What follows belongs to an exercise in optimizing a design on an open flow for small area, a short achievable clock period and few clock cycles per item; a production flow would make more cautious choices.
Function was checked by simulation only, so behaviour that the tests miss may differ from the original.
Power figures rest on the tool's default switching activity, not on a simulated workload.

$ cat flow/config.mk
export PLATFORM = sky130hd
export DESIGN_NAME = mips_arith
export DESIGN_NICKNAME = mips_arith
export VERILOG_FILES = /design/flow/design.v
export SDC_FILE = /design/flow/constraint.sdc
export NUM_CORES = 4
export LEC_CHECK = 0
export CAP_MARGIN = 20
export CORE_MARGIN = 2
export CORE_UTILIZATION = 40
export SLEW_MARGIN = 20
$ cat flow/constraint.sdc
create_clock -name core_clock -period 10.0 [get_ports {clk}]
set_input_delay 2.0000 -clock core_clock [delete_from_list [all_inputs] [get_ports {clk}]]
set_output_delay 2.0000 -clock core_clock [all_outputs]
set_load 0.01 [all_outputs]
$ cat flow/design.v
module int_mult (input  logic [15:0] a,
                 input  logic [15:0] b,
                 output logic [31:0] s,
                 output logic [31:0] c);
wire [16:0] ax = {a[15], a};
wire [16:0] a2 = {a, 1'b0};
wire [16:0] bx = {b, 1'b0};
wire neg0 = bx[2];
wire one0 = bx[1] ^ bx[0];
wire two0 = (bx[2] & ~bx[1] & ~bx[0]) | (~bx[2] & bx[1] & bx[0]);
wire [16:0] w0 = (({17{one0}} & ax) | ({17{two0}} & a2)) ^ {17{neg0}};
wire neg1 = bx[4];
wire one1 = bx[3] ^ bx[2];
wire two1 = (bx[4] & ~bx[3] & ~bx[2]) | (~bx[4] & bx[3] & bx[2]);
wire [16:0] w1 = (({17{one1}} & ax) | ({17{two1}} & a2)) ^ {17{neg1}};
wire neg2 = bx[6];
wire one2 = bx[5] ^ bx[4];
wire two2 = (bx[6] & ~bx[5] & ~bx[4]) | (~bx[6] & bx[5] & bx[4]);
wire [16:0] w2 = (({17{one2}} & ax) | ({17{two2}} & a2)) ^ {17{neg2}};
wire neg3 = bx[8];
wire one3 = bx[7] ^ bx[6];
wire two3 = (bx[8] & ~bx[7] & ~bx[6]) | (~bx[8] & bx[7] & bx[6]);
wire [16:0] w3 = (({17{one3}} & ax) | ({17{two3}} & a2)) ^ {17{neg3}};
wire neg4 = bx[10];
wire one4 = bx[9] ^ bx[8];
wire two4 = (bx[10] & ~bx[9] & ~bx[8]) | (~bx[10] & bx[9] & bx[8]);
wire [16:0] w4 = (({17{one4}} & ax) | ({17{two4}} & a2)) ^ {17{neg4}};
wire neg5 = bx[12];
wire one5 = bx[11] ^ bx[10];
wire two5 = (bx[12] & ~bx[11] & ~bx[10]) | (~bx[12] & bx[11] & bx[10]);
wire [16:0] w5 = (({17{one5}} & ax) | ({17{two5}} & a2)) ^ {17{neg5}};
wire neg6 = bx[14];
wire one6 = bx[13] ^ bx[12];
wire two6 = (bx[14] & ~bx[13] & ~bx[12]) | (~bx[14] & bx[13] & bx[12]);
wire [16:0] w6 = (({17{one6}} & ax) | ({17{two6}} & a2)) ^ {17{neg6}};
wire neg7 = bx[16];
wire one7 = bx[15] ^ bx[14];
wire two7 = (bx[16] & ~bx[15] & ~bx[14]) | (~bx[16] & bx[15] & bx[14]);
wire [16:0] w7 = (({17{one7}} & ax) | ({17{two7}} & a2)) ^ {17{neg7}};
wire s1 = w0[10] ^ w1[8];
wire k2 = w0[10] & w1[8];
wire s3 = w0[11] ^ w1[9];
wire k4 = w0[11] & w1[9];
wire s5 = w0[12] ^ w1[10] ^ w2[8];
wire k6 = (w0[12] & w1[10]) | (w0[12] & w2[8]) | (w1[10] & w2[8]);
wire s7 = w3[6] ^ w4[4];
wire k8 = w3[6] & w4[4];
wire s9 = w0[13] ^ w1[11] ^ w2[9];
wire k10 = (w0[13] & w1[11]) | (w0[13] & w2[9]) | (w1[11] & w2[9]);
wire s11 = w3[7] ^ w4[5];
wire k12 = w3[7] & w4[5];
wire s13 = w0[14] ^ w1[12] ^ w2[10];
wire k14 = (w0[14] & w1[12]) | (w0[14] & w2[10]) | (w1[12] & w2[10]);
wire s15 = w3[8] ^ w4[6] ^ w5[4];
wire k16 = (w3[8] & w4[6]) | (w3[8] & w5[4]) | (w4[6] & w5[4]);
wire s17 = w6[2] ^ w7[0];
wire k18 = w6[2] & w7[0];
wire s19 = w0[15] ^ w1[13] ^ w2[11];
wire k20 = (w0[15] & w1[13]) | (w0[15] & w2[11]) | (w1[13] & w2[11]);
wire s21 = w3[9] ^ w4[7] ^ w5[5];
wire k22 = (w3[9] & w4[7]) | (w3[9] & w5[5]) | (w4[7] & w5[5]);
wire s23 = w6[3] ^ w7[1];
wire k24 = w6[3] & w7[1];
wire s25 = ~w0[16] ^ w1[14] ^ w2[12];
wire k26 = (~w0[16] & w1[14]) | (~w0[16] & w2[12]) | (w1[14] & w2[12]);
wire s27 = w3[10] ^ w4[8] ^ w5[6];
wire k28 = (w3[10] & w4[8]) | (w3[10] & w5[6]) | (w4[8] & w5[6]);
wire s29 = w6[4] ^ w7[2] ^ 1'b1;
wire k30 = (w6[4] & w7[2]) | (w6[4] & 1'b1) | (w7[2] & 1'b1);
wire s31 = w1[15] ^ w2[13] ^ w3[11];
wire k32 = (w1[15] & w2[13]) | (w1[15] & w3[11]) | (w2[13] & w3[11]);
wire s33 = w4[9] ^ w5[7] ^ w6[5];
wire k34 = (w4[9] & w5[7]) | (w4[9] & w6[5]) | (w5[7] & w6[5]);
wire s35 = w7[3] ^ 1'b1;
wire k36 = w7[3] & 1'b1;
wire s37 = ~w1[16] ^ w2[14] ^ w3[12];
wire k38 = (~w1[16] & w2[14]) | (~w1[16] & w3[12]) | (w2[14] & w3[12]);
wire s39 = w4[10] ^ w5[8] ^ w6[6];
wire k40 = (w4[10] & w5[8]) | (w4[10] & w6[6]) | (w5[8] & w6[6]);
wire s41 = w2[15] ^ w3[13] ^ w4[11];
wire k42 = (w2[15] & w3[13]) | (w2[15] & w4[11]) | (w3[13] & w4[11]);
wire s43 = w5[9] ^ w6[7];
wire k44 = w5[9] & w6[7];
wire s45 = ~w2[16] ^ w3[14] ^ w4[12];
wire k46 = (~w2[16] & w3[14]) | (~w2[16] & w4[12]) | (w3[14] & w4[12]);
wire s47 = w3[15] ^ w4[13];
wire k48 = w3[15] & w4[13];
wire s49 = w0[6] ^ w1[4];
wire k50 = w0[6] & w1[4];
wire s51 = w0[7] ^ w1[5];
wire k52 = w0[7] & w1[5];
wire s53 = w0[8] ^ w1[6] ^ w2[4];
wire k54 = (w0[8] & w1[6]) | (w0[8] & w2[4]) | (w1[6] & w2[4]);
wire s55 = w3[2] ^ w4[0];
wire k56 = w3[2] & w4[0];
wire s57 = w0[9] ^ w1[7] ^ w2[5];
wire k58 = (w0[9] & w1[7]) | (w0[9] & w2[5]) | (w1[7] & w2[5]);
wire s59 = w3[3] ^ w4[1];
wire k60 = w3[3] & w4[1];
wire s61 = s1 ^ w2[6] ^ w3[4];
wire k62 = (s1 & w2[6]) | (s1 & w3[4]) | (w2[6] & w3[4]);
wire s63 = w4[2] ^ w5[0] ^ neg5;
wire k64 = (w4[2] & w5[0]) | (w4[2] & neg5) | (w5[0] & neg5);
wire s65 = k2 ^ s3 ^ w2[7];
wire k66 = (k2 & s3) | (k2 & w2[7]) | (s3 & w2[7]);
wire s67 = w3[5] ^ w4[3] ^ w5[1];
wire k68 = (w3[5] & w4[3]) | (w3[5] & w5[1]) | (w4[3] & w5[1]);
wire s69 = k4 ^ s5 ^ s7;
wire k70 = (k4 & s5) | (k4 & s7) | (s5 & s7);
wire s71 = w5[2] ^ w6[0] ^ neg6;
wire k72 = (w5[2] & w6[0]) | (w5[2] & neg6) | (w6[0] & neg6);
wire s73 = k6 ^ k8 ^ s9;
wire k74 = (k6 & k8) | (k6 & s9) | (k8 & s9);
wire s75 = s11 ^ w5[3] ^ w6[1];
wire k76 = (s11 & w5[3]) | (s11 & w6[1]) | (w5[3] & w6[1]);
wire s77 = k10 ^ k12 ^ s13;
wire k78 = (k10 & k12) | (k10 & s13) | (k12 & s13);
wire s79 = s15 ^ s17 ^ neg7;
wire k80 = (s15 & s17) | (s15 & neg7) | (s17 & neg7);
wire s81 = k14 ^ k16 ^ k18;
wire k82 = (k14 & k16) | (k14 & k18) | (k16 & k18);
wire s83 = s19 ^ s21 ^ s23;
wire k84 = (s19 & s21) | (s19 & s23) | (s21 & s23);
wire s85 = k20 ^ k22 ^ k24;
wire k86 = (k20 & k22) | (k20 & k24) | (k22 & k24);
wire s87 = s25 ^ s27 ^ s29;
wire k88 = (s25 & s27) | (s25 & s29) | (s27 & s29);
wire s89 = k26 ^ k28 ^ k30;
wire k90 = (k26 & k28) | (k26 & k30) | (k28 & k30);
wire s91 = s31 ^ s33 ^ s35;
wire k92 = (s31 & s33) | (s31 & s35) | (s33 & s35);
wire s93 = k32 ^ k34 ^ k36;
wire k94 = (k32 & k34) | (k32 & k36) | (k34 & k36);
wire s95 = s37 ^ s39 ^ w7[4];
wire k96 = (s37 & s39) | (s37 & w7[4]) | (s39 & w7[4]);
wire s97 = k38 ^ k40 ^ s41;
wire k98 = (k38 & k40) | (k38 & s41) | (k40 & s41);
wire s99 = s43 ^ w7[5] ^ 1'b1;
wire k100 = (s43 & w7[5]) | (s43 & 1'b1) | (w7[5] & 1'b1);
wire s101 = k42 ^ k44 ^ s45;
wire k102 = (k42 & k44) | (k42 & s45) | (k44 & s45);
wire s103 = w5[10] ^ w6[8] ^ w7[6];
wire k104 = (w5[10] & w6[8]) | (w5[10] & w7[6]) | (w6[8] & w7[6]);
wire s105 = k46 ^ s47 ^ w5[11];
wire k106 = (k46 & s47) | (k46 & w5[11]) | (s47 & w5[11]);
wire s107 = w6[9] ^ w7[7] ^ 1'b1;
wire k108 = (w6[9] & w7[7]) | (w6[9] & 1'b1) | (w7[7] & 1'b1);
wire s109 = k48 ^ ~w3[16] ^ w4[14];
wire k110 = (k48 & ~w3[16]) | (k48 & w4[14]) | (~w3[16] & w4[14]);
wire s111 = w5[12] ^ w6[10] ^ w7[8];
wire k112 = (w5[12] & w6[10]) | (w5[12] & w7[8]) | (w6[10] & w7[8]);
wire s113 = w4[15] ^ w5[13] ^ w6[11];
wire k114 = (w4[15] & w5[13]) | (w4[15] & w6[11]) | (w5[13] & w6[11]);
wire s115 = w7[9] ^ 1'b1;
wire k116 = w7[9] & 1'b1;
wire s117 = ~w4[16] ^ w5[14] ^ w6[12];
wire k118 = (~w4[16] & w5[14]) | (~w4[16] & w6[12]) | (w5[14] & w6[12]);
wire s119 = w5[15] ^ w6[13];
wire k120 = w5[15] & w6[13];
wire s121 = w0[4] ^ w1[2];
wire k122 = w0[4] & w1[2];
wire s123 = w0[5] ^ w1[3];
wire k124 = w0[5] & w1[3];
wire s125 = s49 ^ w2[2] ^ w3[0];
wire k126 = (s49 & w2[2]) | (s49 & w3[0]) | (w2[2] & w3[0]);
wire s127 = k50 ^ s51 ^ w2[3];
wire k128 = (k50 & s51) | (k50 & w2[3]) | (s51 & w2[3]);
wire s129 = k52 ^ s53 ^ s55;
wire k130 = (k52 & s53) | (k52 & s55) | (s53 & s55);
wire s131 = k54 ^ k56 ^ s57;
wire k132 = (k54 & k56) | (k54 & s57) | (k56 & s57);
wire s133 = k58 ^ k60 ^ s61;
wire k134 = (k58 & k60) | (k58 & s61) | (k60 & s61);
wire s135 = k62 ^ k64 ^ s65;
wire k136 = (k62 & k64) | (k62 & s65) | (k64 & s65);
wire s137 = k66 ^ k68 ^ s69;
wire k138 = (k66 & k68) | (k66 & s69) | (k68 & s69);
wire s139 = k70 ^ k72 ^ s73;
wire k140 = (k70 & k72) | (k70 & s73) | (k72 & s73);
wire s141 = k74 ^ k76 ^ s77;
wire k142 = (k74 & k76) | (k74 & s77) | (k76 & s77);
wire s143 = k78 ^ k80 ^ s81;
wire k144 = (k78 & k80) | (k78 & s81) | (k80 & s81);
wire s145 = k82 ^ k84 ^ s85;
wire k146 = (k82 & k84) | (k82 & s85) | (k84 & s85);
wire s147 = k86 ^ k88 ^ s89;
wire k148 = (k86 & k88) | (k86 & s89) | (k88 & s89);
wire s149 = k90 ^ k92 ^ s93;
wire k150 = (k90 & k92) | (k90 & s93) | (k92 & s93);
wire s151 = k94 ^ k96 ^ s97;
wire k152 = (k94 & k96) | (k94 & s97) | (k96 & s97);
wire s153 = k98 ^ k100 ^ s101;
wire k154 = (k98 & k100) | (k98 & s101) | (k100 & s101);
wire s155 = k102 ^ k104 ^ s105;
wire k156 = (k102 & k104) | (k102 & s105) | (k104 & s105);
wire s157 = k106 ^ k108 ^ s109;
wire k158 = (k106 & k108) | (k106 & s109) | (k108 & s109);
wire s159 = k110 ^ k112 ^ s113;
wire k160 = (k110 & k112) | (k110 & s113) | (k112 & s113);
wire s161 = k114 ^ k116 ^ s117;
wire k162 = (k114 & k116) | (k114 & s117) | (k116 & s117);
wire s163 = k118 ^ s119 ^ w7[11];
wire k164 = (k118 & s119) | (k118 & w7[11]) | (s119 & w7[11]);
wire s165 = k120 ^ ~w5[16] ^ w6[14];
wire k166 = (k120 & ~w5[16]) | (k120 & w6[14]) | (~w5[16] & w6[14]);
wire s167 = w6[15] ^ w7[13];
wire k168 = w6[15] & w7[13];
wire s169 = w0[2] ^ w1[0];
wire k170 = w0[2] & w1[0];
wire s171 = w0[3] ^ w1[1];
wire k172 = w0[3] & w1[1];
wire s173 = s121 ^ w2[0] ^ neg2;
wire k174 = (s121 & w2[0]) | (s121 & neg2) | (w2[0] & neg2);
wire s175 = k122 ^ s123 ^ w2[1];
wire k176 = (k122 & s123) | (k122 & w2[1]) | (s123 & w2[1]);
wire s177 = k124 ^ s125 ^ neg3;
wire k178 = (k124 & s125) | (k124 & neg3) | (s125 & neg3);
wire s179 = k126 ^ s127 ^ w3[1];
wire k180 = (k126 & s127) | (k126 & w3[1]) | (s127 & w3[1]);
wire s181 = k128 ^ s129 ^ neg4;
wire k182 = (k128 & s129) | (k128 & neg4) | (s129 & neg4);
wire s183 = k130 ^ s131 ^ s59;
wire k184 = (k130 & s131) | (k130 & s59) | (s131 & s59);
wire s185 = k132 ^ s133 ^ s63;
wire k186 = (k132 & s133) | (k132 & s63) | (s133 & s63);
wire s187 = k134 ^ s135 ^ s67;
wire k188 = (k134 & s135) | (k134 & s67) | (s135 & s67);
wire s189 = k136 ^ s137 ^ s71;
wire k190 = (k136 & s137) | (k136 & s71) | (s137 & s71);
wire s191 = k138 ^ s139 ^ s75;
wire k192 = (k138 & s139) | (k138 & s75) | (s139 & s75);
wire s193 = k140 ^ s141 ^ s79;
wire k194 = (k140 & s141) | (k140 & s79) | (s141 & s79);
wire s195 = k142 ^ s143 ^ s83;
wire k196 = (k142 & s143) | (k142 & s83) | (s143 & s83);
wire s197 = k144 ^ s145 ^ s87;
wire k198 = (k144 & s145) | (k144 & s87) | (s145 & s87);
wire s199 = k146 ^ s147 ^ s91;
wire k200 = (k146 & s147) | (k146 & s91) | (s147 & s91);
wire s201 = k148 ^ s149 ^ s95;
wire k202 = (k148 & s149) | (k148 & s95) | (s149 & s95);
wire s203 = k150 ^ s151 ^ s99;
wire k204 = (k150 & s151) | (k150 & s99) | (s151 & s99);
wire s205 = k152 ^ s153 ^ s103;
wire k206 = (k152 & s153) | (k152 & s103) | (s153 & s103);
wire s207 = k154 ^ s155 ^ s107;
wire k208 = (k154 & s155) | (k154 & s107) | (s155 & s107);
wire s209 = k156 ^ s157 ^ s111;
wire k210 = (k156 & s157) | (k156 & s111) | (s157 & s111);
wire s211 = k158 ^ s159 ^ s115;
wire k212 = (k158 & s159) | (k158 & s115) | (s159 & s115);
wire s213 = k160 ^ s161 ^ w7[10];
wire k214 = (k160 & s161) | (k160 & w7[10]) | (s161 & w7[10]);
wire s215 = k162 ^ s163 ^ 1'b1;
wire k216 = (k162 & s163) | (k162 & 1'b1) | (s163 & 1'b1);
wire s217 = k164 ^ s165 ^ w7[12];
wire k218 = (k164 & s165) | (k164 & w7[12]) | (s165 & w7[12]);
wire s219 = k166 ^ s167 ^ 1'b1;
wire k220 = (k166 & s167) | (k166 & 1'b1) | (s167 & 1'b1);
wire s221 = k168 ^ ~w6[16] ^ w7[14];
wire k222 = (k168 & ~w6[16]) | (k168 & w7[14]) | (~w6[16] & w7[14]);
wire s223 = w7[15] ^ 1'b1;
wire k224 = w7[15] & 1'b1;
assign s = {1'b1, k224, k222, k220, k218, k216, k214, k212, k210, k208, k206, k204, k202, k200, k198, k196, k194, k192, k190, k188, k186, k184, k182, k180, k178, k176, k174, k172, k170, s169, w0[1], w0[0]};
assign c = {1'b0, ~w7[16], s223, s221, s219, s217, s215, s213, s211, s209, s207, s205, s203, s201, s199, s197, s195, s193, s191, s189, s187, s185, s183, s181, s179, s177, s175, s173, s171, neg1, 1'b0, neg0};
endmodule
module mips_arith (input  logic        clk,
                   input  logic        reset,
                   input  logic        start,
                   input  logic [3:0]  op,
                   input  logic [31:0] a,
                   input  logic [31:0] b,
                   output logic        ready,
                   output logic        done,
                   output logic [31:0] result,
                   output logic [31:0] result2);
localparam logic [2:0] K_INC = 3'd0, K_MUL = 3'd1, K_FADD = 3'd2, K_FCMP = 3'd3, K_DIV = 3'd4;
localparam logic [1:0] D_NONE = 2'd0, D_LOAD = 2'd1, D_STEP = 2'd2, D_FIN = 2'd3;
logic        rdy, v1;
logic [3:0]  op1;
logic [31:0] a1, b1;
assign ready = rdy;
logic        v2;
logic [2:0]  k2;
logic [1:0]  dph;
logic [31:0] m_a, m_b;
logic [7:0]  m_c;
logic        f0, f1, f2;
logic        is_div1;
logic [2:0]  k1;
assign is_div1 = (op1 == 4'd5);
always_comb begin
	case (op1)
		4'd4:       k1 = K_MUL;
		4'd5:       k1 = K_DIV;
		4'd6, 4'd7: k1 = K_FADD;
		4'd8:       k1 = K_FCMP;
		default:    k1 = K_INC;    
	endcase
end
logic [31:0] alu;
always_comb begin
	case (op1[1:0])
		2'b00: alu = a1 + b1;
		2'b01: alu = a1 & b1;
		2'b10: alu = ~a1;
		2'b11: alu = a1 - b1;
	endcase
end
logic [7:0]  re;
logic [54:0] rwide;
logic [31:0] rint, rj;
logic        rcin, r_norm, r_sat, r_m1;
assign re     = a1[30:23];
assign rwide  = {31'b0, 1'b1, a1[22:0]} << (re[4:0] + 5'd1);
assign rint   = rwide[54:23];
assign r_norm = (re >= 8'd127) && (re <= 8'd157);
assign r_sat  = (re >= 8'd158) && (re <= 8'd254);
assign r_m1   = (re == 8'd126);
always_comb begin
	if (r_norm)     rj = rint ^ {32{a1[31]}};
	else if (r_sat) rj = a1[31] ? 32'h80000000 : 32'h7fffffff;
	else if (r_m1)  rj = a1[31] ? 32'hffffffff : 32'h00000001;
	else            rj = 32'h0;
end
assign rcin = r_norm & (a1[22] ^ a1[31]);
logic [7:0]  ea, eb, dab, dba, ad;
logic        greater, isadd, sh_a;
logic [23:0] sh_in, sh_out, unsh, fx, fy;
assign ea      = a1[30:23];
assign eb      = b1[30:23];
assign dab     = ea - eb;
assign dba     = eb - ea;
assign greater = dab[7];
assign ad      = greater ? dba : dab;
assign isadd   = (op1[3:1] == 3'b011);
assign sh_a    = isadd ? greater : ~greater;
assign sh_in   = {isadd, sh_a ? a1[22:0] : b1[22:0]};
assign unsh    = {isadd, sh_a ? b1[22:0] : a1[22:0]};
assign sh_out  = sh_in >> ad;
assign fx      = sh_a ? sh_out : unsh;
assign fy      = sh_a ? unsh : sh_out;
logic [31:0] ms, mc;
int_mult multiply(.a(a1[15:0]), .b(b1[15:0]), .s(ms), .c(mc));
logic [31:0] dn, dd;
logic [5:0]  lzn, lzd;
logic [6:0]  sdiff;
logic [4:0]  dsh;
logic        dz;
assign dn = a1[31] ? -a1 : a1;
assign dd = b1[31] ? -b1 : b1;
always_comb begin
	lzn = 6'd32;
	for (int i = 0; i < 32; i++) if (dn[i]) lzn = 6'(31 - i);
	lzd = 6'd32;
	for (int i = 0; i < 32; i++) if (dd[i]) lzd = 6'(31 - i);
end
assign dz    = (dd == 32'b0);
assign sdiff = {1'b0, lzd} - {1'b0, lzn};
assign dsh   = (dz | sdiff[6]) ? 5'd0 : sdiff[4:0];
logic [32:0] dt;
logic        dq, dlast;
assign dt    = {1'b0, m_a} - {1'b0, m_b};
assign dq    = ~dt[32];
assign dlast = (m_c[4:0] == 5'd0);
logic [31:0] qf, quo, ds, dsd, rem;
assign qf  = f2 ? {31'h7fffffff, ~m_a[31]} : result;
assign quo = f0 ? -qf : qf;
assign ds  = {m_a[30], m_a[30:0]};
assign dsd = f1 ? ds - m_b : ds + m_b;
always_comb begin
	if (f1) rem = m_a[30] ? ds : ((m_a[30:0] == 31'b0) ? 32'b0 : dsd);
	else    rem = m_a[30] ? dsd : ds;
end
logic [24:0] fxx, fyy, fsum, fdxy, fdyx, fres;
logic        fd22, feff, fsign, fzero, fxy_eq;
logic [31:0] fadd_out;
logic [1:0]  fcmp_out;
assign fxx    = {1'b0, m_a[23:0]};
assign fyy    = {1'b0, m_b[23:0]};
assign fsum   = fxx + fyy;
assign fdxy   = fxx - fyy;
assign fdyx   = fyy - fxx;
assign fd22   = fdxy[22];
assign fxy_eq = (m_a[23:0] == m_b[23:0]);
assign feff   = f0 ^ f1;
assign fres   = feff ? (fd22 ? fdyx : fdxy) : fsum;
assign fsign  = feff ? (f0 ^ fd22) : f0;
assign fzero  = feff ? fxy_eq : ((m_a[23:0] == 24'b0) && (m_b[23:0] == 24'b0));
always_comb begin
	if (fzero && f2)  fadd_out = 32'b0;
	else if (fres[24]) fadd_out = {fsign, m_c + 8'd1, fres[23:1]};
	else               fadd_out = {fsign, m_c, fres[22:0]};
end
always_comb begin
	case ({f0, f1})
		2'b00:   fcmp_out = fxy_eq ? 2'b00 : (fd22 ? 2'b11 : 2'b01);
		2'b01:   fcmp_out = 2'b01;
		2'b10:   fcmp_out = 2'b11;
		default: fcmp_out = fxy_eq ? 2'b00 : (fd22 ? 2'b01 : 2'b11);
	endcase
end
logic [31:0] res_n;
always_comb begin
	case (k2)
		K_MUL:   res_n = m_a + m_b;
		K_FADD:  res_n = fadd_out;
		K_FCMP:  res_n = {30'b0, fcmp_out};
		K_DIV: begin
			case (dph)
				D_LOAD:  res_n = 32'b0;
				D_STEP:  res_n = {result[30:0], dq};
				default: res_n = quo;
			endcase
		end
		default: res_n = m_a + {31'b0, f0};
	endcase
end
logic mid_free;
assign mid_free = (dph == D_NONE) || (dph == D_FIN);
always_ff @(posedge clk) begin
	op1 <= op;
	a1  <= a;
	b1  <= b;
	result  <= res_n;
	result2 <= rem;
	if (reset) begin
		rdy  <= 1'b1;
		v1   <= 1'b0;
		v2   <= 1'b0;
		dph  <= D_NONE;
		done <= 1'b0;
	end
	else begin
		v1   <= start & rdy;
		done <= v2 & ((k2 != K_DIV) | (dph == D_FIN));
		rdy  <= ~(start & rdy & (op == 4'd5)) & ~(v1 & is_div1) &
		        ~((dph == D_LOAD) & (m_c[4:0] != 5'd0)) &
		        ~((dph == D_STEP) & (m_c[4:0] > 5'd1));
		if (mid_free) begin
			v2  <= v1;
			dph <= (v1 & is_div1) ? D_LOAD : D_NONE;
		end
		else if (dph == D_LOAD) dph <= D_STEP;
		else if (dlast)         dph <= D_FIN;
	end
	if (mid_free) begin
		k2 <= k1;
		case (k1)
			K_MUL: begin
				m_a <= ms;
				m_b <= mc;
			end
			K_FADD, K_FCMP: begin
				m_a <= {8'b0, fx};
				m_b <= {8'b0, fy};
				m_c <= greater ? eb : ea;
				f0  <= a1[31];
				f1  <= b1[31] ^ (isadd & op1[0]);
				f2  <= (ea == eb);
			end
			K_DIV: begin
				m_a <= dn;
				m_b <= dd;
				m_c <= {3'b0, dsh};
				f0  <= a1[31] ^ b1[31];
				f1  <= a1[31];
				f2  <= dz;
			end
			default: begin
				m_a <= (op1 == 4'd9) ? rj : alu;
				f0  <= (op1 == 4'd9) & rcin;
			end
		endcase
	end
	else if (dph == D_LOAD) begin
		m_b <= m_b << m_c[4:0];
	end
	else begin
		if (dq | dlast) m_a <= dt[31:0];
		if (!dlast) m_b <= m_b >> 1;
		m_c <= m_c - 8'd1;
	end
end
endmodule
$ cat flow/run.sh
#!/bin/bash
# synth_recipe.tcl (not shown) runs the flow's synth.tcl, then flattens the netlist and writes it again
# the make line also repeats each setting of config.mk as NAME=value (left out here)
make -C /OpenROAD-flow-scripts/flow DESIGN_CONFIG=/design/flow/config.mk WORK_HOME=/design/flow/orfs CLKGATE_MAP_FILE= SYNTH_SCRIPT=/design/flow/synth_recipe.tcl finish
==> results of run 1 <==
-- metrics by stage --
| stage | area, sq um | hold WS [ns] | setup slack, ns |
|---|---|---|---|
| global route | 38600 | 0.505 | 3.35 |
| CTS | 38600 | 0.457 | 3.95 |
| floorplan | 35300 | 0.452 | 4.95 |
| detailed placement | 37700 | 0.440 | 3.97 |
| finish | 38600 | 0.456 | 3.84 |
| global placement | 37700 | 0.446 | 3.95 |
-- state kept, by name (all words and copies together), names as in the netlist, 2 cells and up --
register,flops
op1,4
result,32
m_c,8
k2,3
m_b,32
m_a,32
a1,32
dph,2
b1,32
result2,32
-- power groups by stage --
stage	registers, W	clock network (W)	logic [W]
2_1_floorplan	0.00151	0	0.00437
3_3_place_gp	0.00167	0	0.00678
3_5_place_dp	0.00167	0	0.00678
4_1_cts	0.00165	0.00106	0.00681
5_1_grt	0.00169	0.00109	0.00753
6_report	0.00168	0.00104	0.00707
-- final cells by class --
cell class	instances	area [sq um]	area share, %
Timing Repair Buffer	251	2220	5.76
Clock buffer	37	786	2.03
Multi-Input combinational cell	3834	28000	72.4
Clock inverter	14	150	0.389
Antenna cell	1	2.50	0.00648
Sequential cell	216	5110	13.2
Tap cell	1155	1450	3.74
Inverter	249	935	2.42
-- per-layer routing --
layer  global-route usage, %  vias up  wire, um  share of wire (%)
met1                    44.8    18200     63900                 38
met5                   0.370        -        64              0.038
li1                        -    16900         -                  -
met4                    25.9        4     15400                9.2
met2                    56.1     2402     72500                 43
met3                    7.20      618     16400                9.7
-- path summary, 6_finish.rpt --
check              from      end  slack [ns]  depth (start not counted)
hold / removal      rdy       v1        0.46                          2
setup reg to reg  b1[3]  m_a[29]        3.84                         19
hold reg to reg     rdy       v1        0.46                          2
setup / recovery  b1[3]  m_a[29]        3.84                         19
-- cell usage after synthesis, types with 21 or more instances --
cell type	number	area, sq um
sky130_fd_sc_hd__ha_1	258	3230
sky130_fd_sc_hd__or3_1	22	138
sky130_fd_sc_hd__a22oi_1	159	1190
sky130_fd_sc_hd__a31oi_1	76	475
sky130_fd_sc_hd__a21oi_1	325	1630
sky130_fd_sc_hd__edfxtp_1	78	2340
sky130_fd_sc_hd__buf_1	56	210
sky130_fd_sc_hd__a211oi_1	56	420
sky130_fd_sc_hd__o21bai_1	26	195
sky130_fd_sc_hd__fa_1	92	1840
sky130_fd_sc_hd__nand4_1	34	213
sky130_fd_sc_hd__nand2_1	391	1470
sky130_fd_sc_hd__o31ai_1	32	240
sky130_fd_sc_hd__nor2_1	388	1460
sky130_fd_sc_hd__buf_2	21	105
sky130_fd_sc_hd__mux2i_1	106	1060
sky130_fd_sc_hd__o211ai_1	51	383
sky130_fd_sc_hd__nor2b_1	41	257
sky130_fd_sc_hd__a221oi_1	48	420
sky130_fd_sc_hd__o22ai_1	59	369
sky130_fd_sc_hd__nand2b_1	62	388
sky130_fd_sc_hd__mux2_2	26	293
sky130_fd_sc_hd__nor4_1	27	169
sky130_fd_sc_hd__dfxtp_1	138	2760
sky130_fd_sc_hd__a32oi_1	25	219
sky130_fd_sc_hd__clkbuf_1	283	1060
sky130_fd_sc_hd__and3_1	34	213
sky130_fd_sc_hd__o21a_1	26	195
sky130_fd_sc_hd__xor2_1	93	815
sky130_fd_sc_hd__o221ai_1	23	201
sky130_fd_sc_hd__xnor2_1	355	3110
sky130_fd_sc_hd__nor3_1	133	666
sky130_fd_sc_hd__mux4_2	50	1130
sky130_fd_sc_hd__nand3_1	106	531
sky130_fd_sc_hd__inv_1	243	912
sky130_fd_sc_hd__o21ai_0	313	1570
sky130_fd_sc_hd__a221o_1	22	220
sky130_fd_sc_hd__a21o_1	82	616
-- logic make-up (layout without fill, tap and decap cells) --
logic type,after synthesis,count (layout)
AND/OR/NAND/NOR,1345,1345
AO/OA/AOI/OAI,1508,1508
flip-flops,216,216
other,0,1
XOR/XNOR,449,449
adder cells (fa/ha/maj),350,350
buffers and inverters,616,551
multiplexers,182,182
-- critical path: cells and delay by family, from the launching register on --
kind            cells  cell delay, ns
compound gates      7            2.39
xor+xnor            1            0.15
fa+ha+maj           2            0.67
buf+inv             2            0.77
flops               1            0.30
simple gates        7            1.73
==> results.txt, run 1 <==
- The run finished with no timing, DRC or antenna violations.
- The cell with the biggest individual delay on the critical path is sky130_fd_sc_hd__o41ai_1.
- The I/O pin total is 137.
- The placed cell count is 5,705.
- The critical path start-end classification is flop to flop.
- After synthesis, the mean cell area works out to 7.57 sq um.
- The maximum number of pins on one net before global-route repair is 67.
- Summed over all nets, the switching power comes to 0.00531 W.
- Global routing used 36.2% of the available tracks across all layers.
- The internal portion of total power is 0.00448 W.
- The TritonCTS clock tree is yes.
- The largest family of logic cells by synthesized area is compound AO/OA/AOI/OAI gates.
- From bottom edge to top edge, the die measures 301 um.
- The synthesized netlist contains 105 unique library cells.
- Net switching is 54.2% of the power.
- The routed via count is 38,100.
- After Yosys synthesis, XOR and XNOR cells account for 11.2% of the synthesized area.
- The leakage power summed over all cells is 15.2 nW.
- Cells fill 44.3% of the core in the end.
- At the end of routability-driven placement, the weighted congestion stood at 1.09.
- The top cell types in the final layout, fill and taps aside, are sky130_fd_sc_hd__nand2_1, sky130_fd_sc_hd__nor2_1, sky130_fd_sc_hd__xnor2_1.
- The worst-margin pin slew is 1.14 ns.
- The number of setup buffers added after CTS is 0.
- Summing the areas of all compound-gate instances in the mapped netlist gives 28.3% of the synthesized area.
- The share of flip-flops with an asynchronous set or reset is 0%.
- Using the TritonRoute via totals, the vias-per-cell ratio works out to 6.61.
- In this run, the clock network consumes 10.6% of the power.
- The register clock-pin slew on the reported worst setup and hold paths is 0.06 ns.
- In the final layout, the share of cells above drive strength 1 is 6.87%.
- Measured against its own limit, the worst slew margin works out to 23.2%.
- The hold violation total from the final report is 0.
- The first routing iteration left 4,933 violations.
- The mapped netlist covers 0.0353 sq mm.
- For this run, design rule violations remaining after detail routing come to 0.
- The die area is 0.0907 sq mm.
- The growth of design area from synthesis to finish is 9.30%.
- The largest stage delay on the critical path is 0.87 ns.
- The total grt overflow is 0.
- Synthesis handed over a netlist of 4,666 instances.
- Across the VDD grid, the largest voltage drop is 0.189 mV.
- Summed over all layers, the routed wires come to 168 mm.
- The floorplan step defined a core boundary enclosing 0.0872 sq mm.
- The number of synthesis warnings is 1.
- Buffers placed on the I/O ports in this run total 136.
- The arrival time at the worst endpoint is 6.65 ns.
- The number of nets in the synthesized netlist is 5,087.
- Before antenna repair, the detailed router went through 7 iterations.
- The share of the clock period used by the worst path is 61.6%.
- Adding up every negative setup slack in the final design gives 0 ns.
- The most used flip-flop cell after synthesis is sky130_fd_sc_hd__dfxtp_1.
- The total half-perimeter wirelength after legalization and detailed placement is 129 mm.
- Walking the worst path, the cells encountered are buf_4 -> inv_1 -> ha_1 -> and4b_1 -> and3_1 -> and2_0 -> nor2_1 -> xnor2_1 -> ha_1 -> nand2_1 -> nor3b_1 -> o31a_1 -> o31a_1 -> o21ai_0 -> a21oi_1 -> o41ai_1 -> nand3_1 -> a221oi_1 -> o32a_1.
- The design draws 0.00979 W.
- The number of clock sinks is 216.
- The number of flops mapped to enable cells by yosys is 78.
- The clock period minus worst slack is 6.16 ns.
- The first-pass GRT wire length is 246 mm.
- The number of global-route vias before repair came to 36,100.
- The critical path data required time is 10.49 ns.
- The worst clock skew is 0.0202 ns.
- The hold buffer count at CTS is 0.
- Along the worst path, the maximum fanout reaches 22.
- The cell at the root of the clock tree is sky130_fd_sc_hd__clkbuf_16.
- After detailed routing, the average wire length per cell comes to 29.2 um.
- The chip width is 301 um.
- The share of total power in combinational logic is 72.2%.
- The kind of end point of the critical path is a flop.
- The number of buffers between clock root and the deepest sink is 3.
- Timing would allow up to 0.162 GHz.
- Sequential cells burn 17.2% of the power.
- The library cell used most frequently in the layout, excluding fill and tap cells, is sky130_fd_sc_hd__nand2_1.
- The number of antenna violations at the first check in global routing is 6.
- The total setup violations reported at the end of the flow is 0.
- Clock tree synthesis inserted a total of 28 buffers.
- The mux cell area share after synthesis is 7.02%.
- In the final design database the tool counted 5,001 nets.
- After floorplanning, the core was divided into 108 placement rows.
- The post-synthesis share of cell area spent on full adders, half adders and majority gates is 14.4%.
- The count of final max-slew check failures came to 0.
- The basic-gate share of the synthesized area counting and, or, nand and nor cells is 18.0%.
- The worst setup path is launched from a flop.
- After filler insertion, the fill cell instance count of the layout stands at 9,016.
- The initial utilization of the core area, before any placement, comes to 40.5%.
- The post-cts resize count is 0.
- In this run the number of H-tree levels came out at 1.
- For the worst-skew pair, the clock arrives at the later sink with an insertion delay of 0.63 ns.
- The path class of the tightest hold or removal check is flop to flop.
- Power spread over the standard cell area amounts to 253 mW/mm^2.
- The proportion of synthesized chip area in sequential cells is 14.5%.
- The number of cells in the finished layout apart from fillers is 5,757.
- In this run the remaining antenna-violating nets after routing total 0.
- The max-cap check violation count is 0.
- Setup repair after global routing left no endpoint under its margin.
- The count of state elements after synthesis is 216.
Testbench counts, summed over its fixed seeds: cycles 13,808, ops 8,000.
==> inputs of run 2 (changes only) <==
--- a/flow/design.v
+++ b/flow/design.v
@@ -343,31 +343,37 @@
 logic [31:0] ms, mc;
 int_mult multiply(.a(a1[15:0]), .b(b1[15:0]), .s(ms), .c(mc));
 logic [31:0] dn, dd;
-logic [5:0]  lzn, lzd;
-logic [6:0]  sdiff;
-logic [4:0]  dsh;
-logic        dz;
 assign dn = a1[31] ? -a1 : a1;
 assign dd = b1[31] ? -b1 : b1;
+logic [5:0]  lzn, lzd;
+logic [6:0]  sdiff;
+logic        dz, dsingle;
 always_comb begin
 	lzn = 6'd32;
-	for (int i = 0; i < 32; i++) if (dn[i]) lzn = 6'(31 - i);
+	for (int i = 0; i < 32; i++) if (m_a[i]) lzn = 6'(31 - i);
 	lzd = 6'd32;
-	for (int i = 0; i < 32; i++) if (dd[i]) lzd = 6'(31 - i);
+	for (int i = 0; i < 32; i++) if (m_b[i]) lzd = 6'(31 - i);
 end
-assign dz    = (dd == 32'b0);
-assign sdiff = {1'b0, lzd} - {1'b0, lzn};
-assign dsh   = (dz | sdiff[6]) ? 5'd0 : sdiff[4:0];
-logic [32:0] dt;
-logic        dq, dlast;
-assign dt    = {1'b0, m_a} - {1'b0, m_b};
-assign dq    = ~dt[32];
+logic [31:0] dsmear;
+assign dz      = (m_b == 32'b0);
+assign sdiff   = {1'b0, lzd} - {1'b0, lzn};
+assign dsmear  = m_b | (m_b >> 1) | (m_b >> 2) | (m_b >> 3) | (m_b >> 4) | (m_b >> 5) |
+                 (m_b >> 6) | (m_b >> 7) | (m_b >> 8) | (m_b >> 9) | (m_b >> 10) | (m_b >> 11) |
+                 (m_b >> 12) | (m_b >> 13) | (m_b >> 14) | (m_b >> 15) | (m_b >> 16) | (m_b >> 17) |
+                 (m_b >> 18) | (m_b >> 19) | (m_b >> 20) | (m_b >> 21) | (m_b >> 22) | (m_b >> 23) |
+                 (m_b >> 24) | (m_b >> 25) | (m_b >> 26) | (m_b >> 27) | (m_b >> 28) | (m_b >> 29) |
+                 (m_b >> 30) | (m_b >> 31);
+assign dsingle = dz | ((m_a & ~dsmear) == 32'b0);
+logic        dsub, dq, dlast;
+logic [31:0] dsum;
+assign dsub = ~((dph == D_FIN) & ~f1);
+assign {dq, dsum} = {1'b0, m_a} + {1'b0, m_b ^ {32{dsub}}} + {32'b0, dsub};
 assign dlast = (m_c[4:0] == 5'd0);
 logic [31:0] qf, quo, ds, dsd, rem;
 assign qf  = f2 ? {31'h7fffffff, ~m_a[31]} : result;
 assign quo = f0 ? -qf : qf;
 assign ds  = {m_a[30], m_a[30:0]};
-assign dsd = f1 ? ds - m_b : ds + m_b;
+assign dsd = {dsum[31] ^ m_a[31] ^ m_a[30], dsum[30:0]};
 always_comb begin
 	if (f1) rem = m_a[30] ? ds : ((m_a[30:0] == 31'b0) ? 32'b0 : dsd);
 	else    rem = m_a[30] ? dsd : ds;
@@ -378,7 +384,7 @@
 logic [1:0]  fcmp_out;
 assign fxx    = {1'b0, m_a[23:0]};
 assign fyy    = {1'b0, m_b[23:0]};
-assign fsum   = fxx + fyy;
+assign fsum   = ssum[24:0];
 assign fdxy   = fxx - fyy;
 assign fdyx   = fyy - fxx;
 assign fd22   = fdxy[22];
@@ -400,20 +406,22 @@
 		default: fcmp_out = fxy_eq ? 2'b00 : (fd22 ? 2'b01 : 2'b11);
 	endcase
 end
+logic [31:0] ssum;
+assign ssum = m_a + m_b + {31'b0, (k2 == K_INC) & f0};
 logic [31:0] res_n;
 always_comb begin
 	case (k2)
-		K_MUL:   res_n = m_a + m_b;
+		K_MUL:   res_n = ssum;
 		K_FADD:  res_n = fadd_out;
 		K_FCMP:  res_n = {30'b0, fcmp_out};
 		K_DIV: begin
 			case (dph)
-				D_LOAD:  res_n = 32'b0;
+				D_LOAD:  res_n = {31'b0, dsingle & dq};
 				D_STEP:  res_n = {result[30:0], dq};
 				default: res_n = quo;
 			endcase
 		end
-		default: res_n = m_a + {31'b0, f0};
+		default: res_n = ssum;
 	endcase
 end
 logic mid_free;
@@ -435,13 +443,13 @@
 		v1   <= start & rdy;
 		done <= v2 & ((k2 != K_DIV) | (dph == D_FIN));
 		rdy  <= ~(start & rdy & (op == 4'd5)) & ~(v1 & is_div1) &
-		        ~((dph == D_LOAD) & (m_c[4:0] != 5'd0)) &
+		        ~((dph == D_LOAD) & ~dsingle) &
 		        ~((dph == D_STEP) & (m_c[4:0] > 5'd1));
 		if (mid_free) begin
 			v2  <= v1;
 			dph <= (v1 & is_div1) ? D_LOAD : D_NONE;
 		end
-		else if (dph == D_LOAD) dph <= D_STEP;
+		else if (dph == D_LOAD) dph <= dsingle ? D_FIN : D_STEP;
 		else if (dlast)         dph <= D_FIN;
 	end
 	if (mid_free) begin
@@ -462,22 +470,26 @@
 			K_DIV: begin
 				m_a <= dn;
 				m_b <= dd;
-				m_c <= {3'b0, dsh};
 				f0  <= a1[31] ^ b1[31];
 				f1  <= a1[31];
-				f2  <= dz;
 			end
 			default: begin
 				m_a <= (op1 == 4'd9) ? rj : alu;
+				m_b <= 32'b0;
 				f0  <= (op1 == 4'd9) & rcin;
 			end
 		endcase
 	end
 	else if (dph == D_LOAD) begin
-		m_b <= m_b << m_c[4:0];
+		f2 <= dz;
+		if (dsingle) m_a <= dsum;
+		else begin
+			m_b <= m_b << sdiff[4:0];
+			m_c <= {3'b0, sdiff[4:0]};
+		end
 	end
 	else begin
-		if (dq | dlast) m_a <= dt[31:0];
+		if (dq | dlast) m_a <= dsum;
 		if (!dlast) m_b <= m_b >> 1;
 		m_c <= m_c - 8'd1;
 	end
--- a/flow/config.mk
+++ b/flow/config.mk
@@ -7,5 +7,5 @@
 export LEC_CHECK = 0
 export CAP_MARGIN = 20
 export CORE_MARGIN = 2
-export CORE_UTILIZATION = 40
+export CORE_UTILIZATION = 60
 export SLEW_MARGIN = 20
==> results.txt, run 2 <==
- Unrepaired setup endpoints after global routing: false (unchanged).
- The distinct cell type count of the synthesized netlist is 113 (was 105).
- The share of flip-flops with an asynchronous set or reset is 0% (unchanged).
- The max-cap check violation count is 0 (unchanged).
- Run status: complete, no violations (unchanged).
- The dominant delay contributor by cell family on the critical path was compound AO/OA/AOI/OAI gates (unchanged).
- The total grt overflow is 0 (unchanged).
- The reg-to-reg critical path endpoint is result[20] (was m_a[29]).
- The area share of the largest cell type after synthesis is 8.87% (was 9.14%).
- The instance count of the mapped netlist is 4,371 (was 4,666).
- The worst hold path class is flop to flop (unchanged).
- Most used cells in the layout excluding fill and tap cells: sky130_fd_sc_hd__nand2_1, sky130_fd_sc_hd__nor2_1, sky130_fd_sc_hd__xnor2_1 (unchanged).
- The share of post-route cells with drive strength above 1 is 6.64% (was 6.87%).
- The growth of design area from synthesis to finish was 7.74% (was 9.30%).
- The worst clock skew is 0.0268 ns (was 0.0202 ns).
- The total half-perimeter wirelength after legalization and detailed placement was 103 mm (was 129 mm).
- The number of levels the H-tree was split into came to 1 (unchanged).
- The critical path start-end classification was flop to flop (unchanged).
- Most instantiated cells after synthesis: sky130_fd_sc_hd__nand2_1, sky130_fd_sc_hd__nor2_1, sky130_fd_sc_hd__xnor2_1 (unchanged).
- The later-pin clock latency in the skew report is 0.62 ns (was 0.63 ns).
- The clock period minus worst slack came to 6.97 ns (was 6.16 ns).
- The power density of the placed cells came to 263 mW/mm^2 (was 253 mW/mm^2).
- The cell with the biggest individual delay on the critical path was sky130_fd_sc_hd__nor4_1 (was sky130_fd_sc_hd__o41ai_1).
- The upper clock frequency limit is 0.144 GHz (was 0.162 GHz).
- The arrival time at the worst endpoint came to 7.47 ns (was 6.65 ns).
- The final setup TNS is 0 ns (unchanged).
- The post-detailed-route via-to-cell ratio is 7.10 (was 6.61).
- The die extent in y came to 240 um (was 301 um).
- The number of global-route vias before repair came to 33,100 (was 36,100).
- The count of filler cells inserted in the layout is 4,919 (was 9,016).
- The count of final max-slew check failures is 0 (unchanged).
- The top layer reached by signal wires is met5 (unchanged).
- The I/O pin total was 137 (unchanged).
- The number of buffers created by CTS came to 27 (was 28).
- The first-pass GRT wire length came to 207 mm (was 246 mm).
- The number of flops mapped to enable cells by yosys is 78 (unchanged).
- The number of nets in the synthesized netlist is 4,757 (was 5,087).
- The number of nets at the end of the flow is 4,641 (was 5,001).
- The kind of end point of the critical path is a flop (unchanged).
- The area of the mapped netlist is 0.0334 sq mm (was 0.0353 sq mm).
- The wire length per cell after detailed routing was 27.4 um (was 29.2 um).
- The number of antenna violations at the first check in global routing came to 2 (was 6).
- The effective utilization at floorplan is 60.7% (was 40.5%).
- The number of clock sinks is 216 (unchanged).
- The total cell area at the placement stage was 0.0350 sq mm (was 0.0377 sq mm).
- The number of buffers and inverters on the critical path is 4 (was 2).
- The largest stage delay on the critical path came to 1.08 ns (was 0.87 ns).
- The number of diodes added for antenna fixing is 0 (was 1).
- The proportion of synthesized chip area in sequential cells is 15.3% (was 14.5%).
- The share of the clock period used by the worst path was 69.7% (was 61.6%).
- The number of buffers between clock root and the deepest sink is 3 (unchanged).
- The post-cts resize count is 0 (unchanged).
- The commonest register cell after synthesis is sky130_fd_sc_hd__dfxtp_1 (unchanged).
- The relative slew slack was 14.9% (was 23.2%).
- The startpoint of the worst-slack reg-to-reg timing path was f0 (was b1[3]).
- The internal reg-to-reg setup slack is 3.03 ns (was 3.84 ns).
- The count of state elements after synthesis is 216 (unchanged).
- Cell breakdown of the critical path: buf_4 -> clkinv_1 -> nor4_1 -> fa_1 -> inv_1 -> fa_1 -> nor2_1 -> o311a_1 -> o221ai_1 -> o41a_1 -> o21ai_1 -> a21boi_0 -> xnor2_1 -> o221ai_2 -> buf_4 -> nand2b_1 -> o2111a_1 -> a21bo_2 (was buf_4 -> inv_1 -> ha_1 -> and4b_1 -> and3_1 -> and2_0 -> nor2_1 -> xnor2_1 -> ha_1 -> nand2_1 -> nor3b_1 -> o31a_1 -> o31a_1 -> o21ai_0 -> a21oi_1 -> o41ai_1 -> nand3_1 -> a221oi_1 -> o32a_1).
- The quantity of I/O buffers inserted on ports was 136 (unchanged).
- The critical path startpoint is f0 (was b1[3]).
- The critical path data required time is 10.50 ns (was 10.49 ns).
- The number of setup buffers added after CTS is 0 (unchanged).
- The TritonCTS clock tree is yes (unchanged).
- The number of synthesis warnings is 1 (unchanged).
- The wire length on met3 was 16.1 mm (was 16.4 mm).
- The number of nets with antenna violations after detailed routing is 0 (unchanged).
- The length of the first detailed-routing pass in iterations was 7 (unchanged).
- The cell at the root of the clock tree was sky130_fd_sc_hd__clkbuf_16 (unchanged).
- The peak supply drop is 0.308 mV (was 0.189 mV).
- The die area is 0.0575 sq mm (was 0.0907 sq mm).
- The met2 wire length is 60.3 mm (was 72.5 mm).
- The startpoint class of the critical path is a flop (unchanged).
- The maximum number of pins on one net before global-route repair is 62 (was 67).
- The total length of routed wires came to 138 mm (was 168 mm).
- The hold buffer count at CTS is 0 (unchanged).
- The starting DRC count in detailed routing was 5,187 (was 4,933).
- The leading cell type in the layout, fill and taps excluded is sky130_fd_sc_hd__nand2_1 (unchanged).
- The average cell area after synthesis came to 7.63 sq um (was 7.57 sq um).
- The post-route met1 wirelength came to 47.7 mm (was 63.9 mm).
- The end point of the critical path is result[20] (was m_a[29]).
- The chip width is 240 um (was 301 um).
- The total setup violations reported at the end of the flow is 0 (unchanged).
- The post-detailed-route DRC marker count is 0 (unchanged).
- The hold violation total from the final report is 0 (unchanged).
- The final estimated routing congestion in global placement is 1.09 (about the same).
- The register clock-pin slew on the reported worst setup and hold paths is 0.07 ns (was 0.06 ns).
- Top cells by area in the synthesized netlist: sky130_fd_sc_hd__xnor2_1, sky130_fd_sc_hd__ha_1, sky130_fd_sc_hd__dfxtp_1, sky130_fd_sc_hd__edfxtp_1, sky130_fd_sc_hd__fa_1 (was sky130_fd_sc_hd__ha_1, sky130_fd_sc_hd__xnor2_1, sky130_fd_sc_hd__dfxtp_1, sky130_fd_sc_hd__edfxtp_1, sky130_fd_sc_hd__fa_1).
- The highest fanout seen on the critical path was 40 (was 22).
- The worst-margin pin slew is 1.26 ns (was 1.14 ns).
- The global router's overall resource usage came to 47.3% (was 36.2%).
- The routed via count came to 35,700 (was 38,100).
- The most area-hungry cell type in the Yosys netlist is sky130_fd_sc_hd__xnor2_1 (was sky130_fd_sc_hd__ha_1).
- The floorplan core area is 0.0550 sq mm (was 0.0872 sq mm).
- The logic depth of the worst register-to-register path is 18 (was 19).
- The critical path depth is 18 (was 19).
- The floorplan row count came to 86 (was 108).
- The post-layout instance area is 0.0359 sq mm (was 0.0386 sq mm).
- The leakage power summed over all cells is 14.1 nW (was 15.2 nW).
- The cell with the most instances after synthesis is sky130_fd_sc_hd__nand2_1 (unchanged).
run 2: cell types whose count changed after synthesis, sizes merged, moves of 19 or more:
cell    change
a211oi     -20
a21o       -33
a21oi      -21
a22o       +29
a31oi      -20
ha         -35
inv        -19
mux2i      +24
nor2       -39
nor3       -56
run 2: worst min path at each step:
| stage | startpoint | end | slack, ns | cells after the start |
|---|---|---|---|---|
| after floorplan | v2 | v2 | 0.45 | 2 |
| after global placement | rdy | v1 | 0.44 | 2 |
| after detailed placement | rdy | v1 | 0.44 | 2 |
| after CTS | rdy | v1 | 0.44 | 2 |
| after global routing | rdy | v1 | 0.46 | 2 |
| final | rdy | v1 | 0.45 | 2 |
run 2: metrics by stage:
step                util (%)  cells  total power (W)  worst slack (ns)  hold slack [ns]
floorplan                  -   4371          0.00597              5.03            0.452
global placement        63.6   4973          0.00805              3.64            0.440
detailed placement      63.6   4973          0.00810              3.54            0.441
CTS                     65.3   5023          0.00915              3.49            0.445
global route            65.4   5024          0.00994              2.88            0.463
finish                  65.4   5024          0.00945              3.03            0.445
run 2: logic make-up (layout without fill, tap and decap cells):
family                   count (synthesis)  after routing  share of synthesized area, %
AO/OA/AOI/OAI                         1412           1412                          28.3
AND/OR/NAND/NOR                       1214           1214                          16.9
buffers and inverters                  602            507                          7.06
XOR/XNOR                               421            421                          11.1
adder cells (fa/ha/maj)                315            315                          13.9
flip-flops                             216            216                          15.3
multiplexers                           191            191                          7.48
run 2: layout make-up:
| class | instances | area [sq um] | share of cell area, % |
|---|---|---|---|
| clock inverter | 17 | 164 | 0.456 |
| multi-input combinational | 3553 | 26100 | 72.6 |
| inverter | 233 | 875 | 2.43 |
| sequential | 216 | 5110 | 14.2 |
| timing repair buffer | 224 | 2030 | 5.64 |
| tap | 748 | 936 | 2.60 |
| clock buffer | 33 | 751 | 2.09 |
run 2: power breakdown:
part / total, W / switching [W] / internal, W / leakage (nW)
Clock: 0.00104 / 0.000473 / 0.000572 / 0.449
Combinational: 0.00695 / 0.00434 / 0.00260 / 11.6
Sequential: 0.00146 / 0.000336 / 0.00112 / 2.05
run 2: tightest hold or removal path, stage by stage, from the launching register on:
cell,delay (ns)
sky130_fd_sc_hd__dfxtp_1,0.32
sky130_fd_sc_hd__nand2_1,0.06
sky130_fd_sc_hd__nor2_1,0.03
run 2: metal layers:
metal  track usage (%)  vias to the layer above
li1                  -                    15700
met1              55.4                    16700
met2              74.0                     2602
met3              12.4                      687
met4              35.9                        2
met5                 0                        -
Testbench counts of run 2, summed over its fixed seeds: cycles 13,808, ops 8,000.
==> inputs of run 3 (changes only) <==
--- a/flow/config.mk
+++ b/flow/config.mk
@@ -8,4 +8,5 @@
 export CAP_MARGIN = 20
 export CORE_MARGIN = 2
 export CORE_UTILIZATION = 60
+export SETUP_SLACK_MARGIN = 5
 export SLEW_MARGIN = 20
==> results.txt, run 3 <==
- Run status: complete, no violations (unchanged).
- The number of buffers created by CTS was 27 (unchanged).
- The peak supply drop was 0.313 mV (was 0.308 mV).
- The post-layout instance area is 0.0374 sq mm (was 0.0359 sq mm).
- The number of antenna violations at the first check in global routing is 3 (was 2).
- The number of levels the H-tree was split into was 1 (unchanged).
- The post-detailed-route via-to-cell ratio came to 7.13 (was 7.10).
- The average cell area after synthesis is 7.63 sq um (unchanged).
- The number of global-route vias before repair was 33,600 (was 33,100).
- The reg-to-reg critical path endpoint is m_b[14] (was result[20]).
- The worst clock skew is 0.0296 ns (was 0.0268 ns).
- The startpoint class of the critical path is a flop (unchanged).
- The met2 wire length was 61.3 mm (was 60.3 mm).
- The post-detailed-route DRC marker count came to 0 (unchanged).
- The number of nets with antenna violations after detailed routing is 0 (unchanged).
- The floorplan core area is 0.0550 sq mm (unchanged).
- The number of cells in the finished layout apart from fillers is 5,111 (was 5,024).
- The share of the clock period used by the worst path is 50.3% (was 69.7%).
- The length of the first detailed-routing pass in iterations is 7 (unchanged).
- The chip width is 240 um (unchanged).
- Most instantiated cells after synthesis: sky130_fd_sc_hd__nand2_1, sky130_fd_sc_hd__nor2_1, sky130_fd_sc_hd__xnor2_1 (unchanged).
- The proportion of synthesized chip area in sequential cells is 15.3% (unchanged).
- The hold buffer count at CTS is 0 (unchanged).
- The cell at the root of the clock tree is sky130_fd_sc_hd__clkbuf_16 (unchanged).
- The maximum number of pins on one net before global-route repair is 62 (unchanged).
- The number of synthesis warnings was 1 (unchanged).
- The number of clock sinks is 216 (unchanged).
- The relative slew slack was 13.1% (was 14.9%).
- The instance count of the mapped netlist came to 4,371 (unchanged).
- The total cell area at the placement stage is 0.0350 sq mm (unchanged).
- The routed via count is 36,400 (was 35,700).
- Unrepaired setup endpoints after global routing: true (was false).
- The arrival time at the worst endpoint is 5.36 ns (was 7.47 ns).
- The final setup TNS is 0 ns (unchanged).
- The share of flip-flops with an asynchronous set or reset is 0% (unchanged).
- The number of buffers between clock root and the deepest sink is 3 (unchanged).
- The growth of design area from synthesis to finish is 12.1% (was 7.74%).
- The destination of the worst hold path is v1 (unchanged).
- The wire length on met3 is 17.0 mm (was 16.1 mm).
- The most area-hungry cell type in the Yosys netlist is sky130_fd_sc_hd__xnor2_1 (unchanged).
- The kind of end point of the critical path was a flop (unchanged).
- The leakage power summed over all cells is 14.7 nW (was 14.1 nW).
- The floorplan row count came to 86 (unchanged).
- The critical path data required time is 10.33 ns (was 10.50 ns).
- The final estimated routing congestion in global placement is 1.09 (unchanged).
- The clock period minus worst slack is 5.03 ns (was 6.97 ns).
- The die area is 0.0575 sq mm (unchanged).
- The starting DRC count in detailed routing was 5,373 (was 5,187).
- The later-pin clock latency in the skew report is 0.62 ns (about the same).
- The die extent in y is 240 um (unchanged).
- The hold violation total from the final report is 0 (unchanged).
- The number of nets at the end of the flow is 4,727 (was 4,641).
- The area of the mapped netlist is 0.0334 sq mm (unchanged).
- The area share of the largest cell type after synthesis is 8.87% (unchanged).
- The total length of routed wires came to 140 mm (was 138 mm).
- The placed cell count is 4,973 (unchanged).
- The logic depth of the worst register-to-register path came to 20 (was 18).
- The max-cap check violation count is 0 (unchanged).
- The highest fanout seen on the critical path was 6 (was 40).
- The first-pass GRT wire length came to 209 mm (was 207 mm).
- The count of final max-slew check failures was 0 (unchanged).
- Most used cells in the layout excluding fill and tap cells: sky130_fd_sc_hd__nand2_1, sky130_fd_sc_hd__nor2_1, sky130_fd_sc_hd__xnor2_1 (unchanged).
- The register clock-pin slew on the reported worst setup and hold paths is 0.06 ns (was 0.07 ns).
- The total grt overflow was 0 (unchanged).
- The worst hold path class is flop to flop (unchanged).
- The critical path start-end classification is flop to flop (unchanged).
- The total setup violations reported at the end of the flow is 0 (unchanged).
- The I/O pin total is 137 (unchanged).
- The worst-margin pin slew was 1.29 ns (was 1.26 ns).
- The worst hold path cell count is 2 (unchanged).
- The distinct cell type count of the synthesized netlist is 113 (unchanged).
- The TritonCTS clock tree was yes (unchanged).
- The utilization after layout was 68.0% (was 65.4%).
- The total half-perimeter wirelength after legalization and detailed placement came to 103 mm (unchanged).
- The quantity of I/O buffers inserted on ports is 136 (unchanged).
- The post-route met1 wirelength is 47.7 mm (about the same).
- The wire length per cell after detailed routing is 27.5 um (was 27.4 um).
- The power density of the placed cells is 275 mW/mm^2 (was 263 mW/mm^2).
- The number of nets in the synthesized netlist is 4,757 (unchanged).
- The global router's overall resource usage is 47.6% (was 47.3%).
- The count of state elements after synthesis is 216 (unchanged).
- The commonest register cell after synthesis is sky130_fd_sc_hd__dfxtp_1 (unchanged).
- The startpoint of the worst-slack reg-to-reg timing path is m_b[2] (was f0).
- The number of flops mapped to enable cells by yosys is 78 (unchanged).
- The cell with the most instances after synthesis is sky130_fd_sc_hd__nand2_1 (unchanged).
- The hold path startpoint is rdy (unchanged).
- Top cells by area in the synthesized netlist: sky130_fd_sc_hd__xnor2_1, sky130_fd_sc_hd__ha_1, sky130_fd_sc_hd__dfxtp_1, sky130_fd_sc_hd__edfxtp_1, sky130_fd_sc_hd__fa_1 (unchanged).
- The top layer reached by signal wires is met5 (unchanged).
- The share of post-route cells with drive strength above 1 is 10.9% (was 6.64%).
- The upper clock frequency limit is 0.199 GHz (was 0.144 GHz).
- The internal reg-to-reg setup slack is 4.97 ns (was 3.03 ns).
- The leading cell type in the layout, fill and taps excluded is sky130_fd_sc_hd__nand2_1 (unchanged).
- The effective utilization at floorplan is 60.7% (unchanged).
## run 3: cell counts after synthesis
No cell type changed its count.
## run 3: timing repair
item	4_1_cts	5_1_grt
setup buffers	31	51
setup endpoints to repair	130	119
gates resized for setup	80	107
pin swaps	8	23
gates cloned	1	3
## run 3: report_power, final
group,switching [W],internal [W],total [W],leakage [nW]
logic,0.00472,0.00306,0.00777,12.2
clock network,0.000473,0.000572,0.00105,0.449
registers,0.000330,0.00112,0.00145,2.05
total,0.00552,0.00475,0.0103,14.7
## run 3: routing by layer
layer  track usage (%)  vias up
li1                  -    15900
met1              55.5    16900
met2              74.3     2877
met3              12.8      772
met4              37.1        6
met5              1.04        -
## run 3: how the worst max path moves through the flow
| stage | from | endpoint | slack, ns | cells after the start |
|---|---|---|---|---|
| floorplan | m_b[20] | m_b[30] | 5.03 | 9 |
| global placement | f0 | result[20] | 3.64 | 18 |
| detailed placement | f0 | result[20] | 3.54 | 18 |
| CTS | m_b[2] | m_b[14] | 4.99 | 20 |
| global route | m_a[5] | m_b[24] | 4.78 | 21 |
| finish | m_b[2] | m_b[14] | 4.97 | 20 |
## run 3: cell type report
type | count | area (sq um)
timing repair buffer | 310 | 2840
fill | 4685 | 17600
tap | 748 | 936
multi-input combinational | 3553 | 26700
inverter | 233 | 920
clock inverter | 17 | 164
clock buffer | 33 | 751
sequential | 216 | 5110
antenna | 1 | 2.50
## run 3: logic make-up after synthesis
kind of cell | synth area share [%]
XOR/XNOR | 11.1
AO/OA/AOI/OAI | 28.3
AND/OR/NAND/NOR | 16.9
buffers and inverters | 7.06
flip-flops | 15.3
adder cells (fa/ha/maj) | 13.9
multiplexers | 7.48
## run 3: worst max-delay path, cell delays in order (launching register included)
cell and delay [ns]:
sky130_fd_sc_hd__edfxtp_1 0.45, sky130_fd_sc_hd__buf_4 0.18, sky130_fd_sc_hd__o311ai_1 0.29, sky130_fd_sc_hd__a211oi_1 0.14
sky130_fd_sc_hd__o311ai_1 0.39, sky130_fd_sc_hd__a311oi_1 0.19, sky130_fd_sc_hd__nor3_1 0.18, sky130_fd_sc_hd__nor3_1 0.08
sky130_fd_sc_hd__nor3_1 0.24, sky130_fd_sc_hd__o31ai_1 0.10, sky130_fd_sc_hd__a21boi_1 0.23, sky130_fd_sc_hd__fa_2 0.53
sky130_fd_sc_hd__buf_12 0.17, sky130_fd_sc_hd__buf_4 0.15, sky130_fd_sc_hd__mux4_2 0.31, sky130_fd_sc_hd__mux2i_1 0.28
sky130_fd_sc_hd__mux2i_1 0.18, sky130_fd_sc_hd__a31oi_2 0.29, sky130_fd_sc_hd__a21oi_1 0.10, sky130_fd_sc_hd__a21oi_1 0.16
sky130_fd_sc_hd__o21ai_0 0.10
## run 3: stage by stage
stage                     setup slack, ns  total power (W)  hold WS [ns]
after global placement               3.64          0.00805         0.440
after CTS                            4.99          0.00939         0.445
final                                4.97           0.0103         0.447
after floorplan                      5.03          0.00597         0.452
after global routing                 4.78           0.0107         0.463
after detailed placement             3.54          0.00810         0.441

[re-timing with driven ports]
The results above use ideal ports. As a check the final layouts listed here were re-extracted and re-timed, cells and wires unchanged. Step 1: set_driving_cell puts a clkbuf_16 on clk and a buf_2 on each other input, an assumption about the parent block. Step 2, shift: input delay + t, output delay - t, t = (earliest + latest rising clock arrival at the registers) / 2. This alone moves slack from input paths to output paths. Slacks: ideal ports / drivers / drivers and shift; pairs: ideal ports / drivers.
run | t, ns | setup WS [ns] | latest minus earliest clock arrival (ns) | worst register clock-pin slew, ns
run 1 | 0.700 | 3.839 / 3.839 / 3.839 | 0.020 / 0.020 | 0.07 / 0.07
run 2 | 0.673 | 3.035 / 3.035 / 3.035 | 0.027 / 0.027 | 0.08 / 0.08
run 3 | 0.664 | 4.969 / 4.969 / 4.969 | 0.029 / 0.030 | 0.08 / 0.08
After both steps every run listed still meets setup and hold.
